What follows belongs to an exercise in optimizing a design on an open flow for small area; a production flow would make more cautious choices.
The RTL was checked by simulation tests, not by an equivalence proof against the original design.
Power is estimated from default activity; no workload was simulated.

## top
module top (
    input axi_clk,axi_rst_n,
    output reg m_axis_valid,
    output [127:0] m_axis_data,
    input m_axis_ready,
    input s_axis_valid,
    input [63:0] s_axis_data,
    output s_axis_ready
);
make LEC_CHECK=0 CAP_MARGIN=20 CORE_MARGIN=2 CORE_UTILIZATION=40 PLACE_DENSITY=0.6 SLEW_MARGIN=20 finish   # period 8.0 ns
run.sh (not shown) runs the stock make flow with config.mk's settings and CLKGATE_MAP_FILE= SYNTH_SCRIPT=/design/flow/synth_recipe.tcl, a recipe that flattens the netlist after the stock synthesis.
Change:
ABC_AREA = 1   (was not set)
Result:
- The new run produced a clean layout
- sequential power went down by about 3%
- cell count rises by 3.4%
- sequential share of layout area rises by 0.25 points
- non-clock buffer count went up by 64
- core utilization goes up by 0.77 points
- setup slack gets worse by 0.032 ns

top, a different RTL version from the one above (not shown whole).
Size: about 36000 µm² of cells after synthesis.
// top
module top (
    input axi_clk,axi_rst_n,
    output reg m_axis_valid,
    output [127:0] m_axis_data,
    input m_axis_ready,
    input s_axis_valid,
    input [63:0] s_axis_data,
    output s_axis_ready
);
    wire busy;
    systolic_array uut (
        .clk(axi_clk),
        .reset(axi_rst_n),
        .matrixA(s_axis_data[63:32]),
        .matrixB(s_axis_data[31:0]),
        .valid_in(s_axis_valid),
        .result(m_axis_data),
        .busy(busy)
    );
    assign s_axis_ready = 1'b1;
    always @(posedge axi_clk or negedge axi_rst_n) begin
        if (!axi_rst_n) m_axis_valid <= 1'b0;
        else            m_axis_valid <= !s_axis_valid;
    end
endmodule
Settings: LEC_CHECK=0, CAP_MARGIN=20, CORE_MARGIN=2, CORE_UTILIZATION=55, CTS_CLUSTER_DIAMETER=100, CTS_CLUSTER_SIZE=30, GPL_TIMING_DRIVEN=0, PLACE_DENSITY=0.7, SLEW_MARGIN=20; clock period 8.0 ns.
standard.sh (not shown) runs the stock make flow with config.mk's settings and CLKGATE_MAP_FILE= SYNTH_SCRIPT=/design/flow/synth_recipe.tcl, a recipe that flattens the netlist after the stock synthesis.
==> flow/flow/run.sh <==
#!/bin/bash
# Layout flow: the standard synthesis (for the register set and names), then
# the combinational logic is replaced by the gate-level netlist that
# flow/gen.py builds (the same gates as rtl/), then the standard layout.
set -euo pipefail
R=orfs/results/sky130hd/top/base
bash standard.sh synth > synth.log 2>&1
cp $R/1_2_yosys.v $R/1_2_yosys_std.v
python3 flow/gen.py net $R/1_2_yosys_std.v $R/1_2_yosys.v > gen.log 2>&1
rm -f $R/1_synth.odb $R/1_synth.sdc
bash standard.sh "BUFFER_PORTS_ARGS=-buffer_cell sky130_fd_sc_hd__buf_1" finish > layout.log 2>&1
Other scripts of this flow, unchanged in this note and not shown: flow/flow/gen.py
The first run completed with no timing, DRC or antenna violations.
Next try:
- CTS_CLUSTER_DIAMETER: 100 -> 80
- CTS_CLUSTER_SIZE: 30 -> 25
Effect:
- clock skew stays flat
- worst hold slack hardly moves
- setup slack gains 53 ps
- register-to-register slack gains 50 ps
- power came out higher by 2.0%

== exp/violet ==
Starting RTL as in the previous note.
Settings: LEC_CHECK=0, CAP_MARGIN=20, CORE_MARGIN=2, CORE_UTILIZATION=40, PLACE_DENSITY=0.6, SLEW_MARGIN=20; clock period 8.0 ns.
==> flow/flow/run.sh <==
#!/bin/bash
# Layout flow: the standard synthesis (for the register set and names), then
# the combinational logic is replaced by the gate-level netlist that
# flow/gen.py builds (the same gates as rtl/), then the standard layout.
set -euo pipefail
R=orfs/results/sky130hd/top/base
bash standard.sh synth > synth.log 2>&1
cp $R/1_2_yosys.v $R/1_2_yosys_std.v
python3 flow/gen.py net $R/1_2_yosys_std.v $R/1_2_yosys.v > gen.log 2>&1
rm -f $R/1_synth.odb $R/1_synth.sdc
bash standard.sh finish > layout.log 2>&1
Other scripts of this flow, unchanged in this note and not shown: flow/flow/gen.py
Setup changes, exp/violet to exp/raven
Settings: CORE_UTILIZATION now 55, was 40; GPL_TIMING_DRIVEN now 0, previously not set; PLACE_DENSITY now 0.7, was 0.6.
-- flow/flow/run.sh --
<<< exp/violet, line 10
rm -f $R/1_synth.odb $R/1_synth.sdc
bash standard.sh finish > layout.log 2>&1
>>> exp/raven, line 10
rm -f $R/1_synth.odb $R/1_synth.sdc
bash standard.sh "BUFFER_PORTS_ARGS=-buffer_cell sky130_fd_sc_hd__buf_1" finish > layout.log 2>&1
exp/raven: done, clean on timing, DRC and antenna
Looking at placed instance count, exp/raven sits below exp/violet.
Depth of the critical timing path with buffers and inverters included (higher): exp/violet
Diff exp/violet -> exp/raven: via count rose 75, buffers plus inverters on the worst setup path dropped 2, setup TNS after final layout comparable, post-route core utilization +14 points, half-perimeter wire length after detailed placement down 11,000 µm.
Relative to exp/violet, die footprint decreased by about 27% in exp/raven.
[compare] base=exp/violet new=exp/raven: final critical-path share of the clock period now sits higher; setup slack after placement now sits lower.
Looking at clock group share of total power, exp/raven sits above exp/violet.
Input changes introduced in exp/willow (baseline for comparison: exp/raven):
Settings: PLACE_DENSITY: 0.7 -> 0.8; CORE_UTILIZATION: 55 -> 65; CTS_CLUSTER_DIAMETER: unset -> 100; CTS_CLUSTER_SIZE: unset -> 30.
==> comparison <==
Summary of exp/willow over exp/raven: placed instance count lost 144, first-iteration DRC count picked up an extra 38%, least setup slack across all paths after layout picked up an extra 15 ps.
Library cell contributing the largest single delay on the critical path = sky130_fd_sc_hd__dfrtp_4: exp/raven; library cell contributing the largest single delay on the critical path = sky130_fd_sc_hd__clkinvlp_2: exp/willow
Compared exp/willow vs exp/raven, and clock tree buffer count of the final layout is down in exp/willow.
Taking exp/raven as the reference, in exp/willow final-layout worst hold slack moved up, total met3 wirelength after detailed routing shows an increase of 20%, actual slew at the worst max-slew pin went up.
exp/willow vs exp/raven, total power went down by about 3%.
exp/raven -> exp/willow: number of nets with antenna violations after routing flat
exp/raven has lower via count than exp/willow.
For exp/xenon, these inputs were changed with respect to exp/willow:
Settings: a deleted CTS_CLUSTER_DIAMETER that had been 100; a change of PLACE_DENSITY from 0.8 to 0.6; a change of CORE_UTILIZATION from 65 to 40; a deleted CTS_CLUSTER_SIZE that had been 30.
==> run summary <==
Between exp/willow and exp/xenon, the flow reports total number of nets in the final design decreasing slightly.
Leakage power total delta (exp/xenon − exp/willow): unfavourable
Max freq exp/willow -> exp/xenon: improved
Changes observed in exp/xenon relative to exp/willow: global-route wire length before repair went up by about 5%, placeable core area rose 64%, post-route worst setup slack grew by 93 ps, number of setup buffers added after CTS dropped 11.

## separate check: timing with driven ports
The flow's constraints put no driver on any port. The routed layouts listed below were extracted and timed again, unchanged, in two steps.
Step 1 assumes that a clkbuf_16 drives the clock port and a buf_2 every other input.
Step 2 moves the port delays by t, midway between the first and last clock arrival at a register: inputs arrive t later, outputs are due t later. That takes back most of the time a late clock gives input paths.
Slacks: ideal ports / drivers / drivers and shift; pairs: ideal ports / drivers.
run | t (ns) | slack for setup (ns) | clock arrival spread, ns | slew at the worst register clock pin (ns) | worst data-port slew with drivers (ns)
the first run of note 1 | 0.647 | 0.140 / 0.188 / -0.460 | 0.025 / 0.025 | 0.06 / 0.06 | 0.11
the second run of note 1 | 0.631 | 0.108 / 0.153 / -0.477 | 0.028 / 0.029 | 0.07 / 0.07 | 0.12
the first run of note 2 | 0.663 | 0.074 / 0.074 / 0.074 | 0.036 / 0.036 | 0.11 / 0.11 | 0.04
the second run of note 2 | 0.647 | 0.128 / 0.128 / 0.128 | 0.035 / 0.035 | 0.09 / 0.09 | 0.04
exp/violet | 0.649 | 0.355 / 0.355 / 0.355 | 0.032 / 0.032 | 0.06 / 0.06 | 0.09
exp/raven | 0.663 | 0.110 / 0.110 / 0.110 | 0.017 / 0.017 | 0.07 / 0.07 | 0.04
exp/willow | 0.637 | 0.125 / 0.125 / 0.125 | 0.062 / 0.063 | 0.12 / 0.12 | 0.04
exp/xenon | 0.656 | 0.217 / 0.217 / 0.217 | 0.026 / 0.026 | 0.06 / 0.06 | 0.05
Met with ideal ports but missed after step 2: setup timing in the first run of note 1 and the second run of note 1. For the first run of note 1, which loses most, drivers alone change the setup slack by +0.048 ns; drivers and shift together by -0.600 ns.
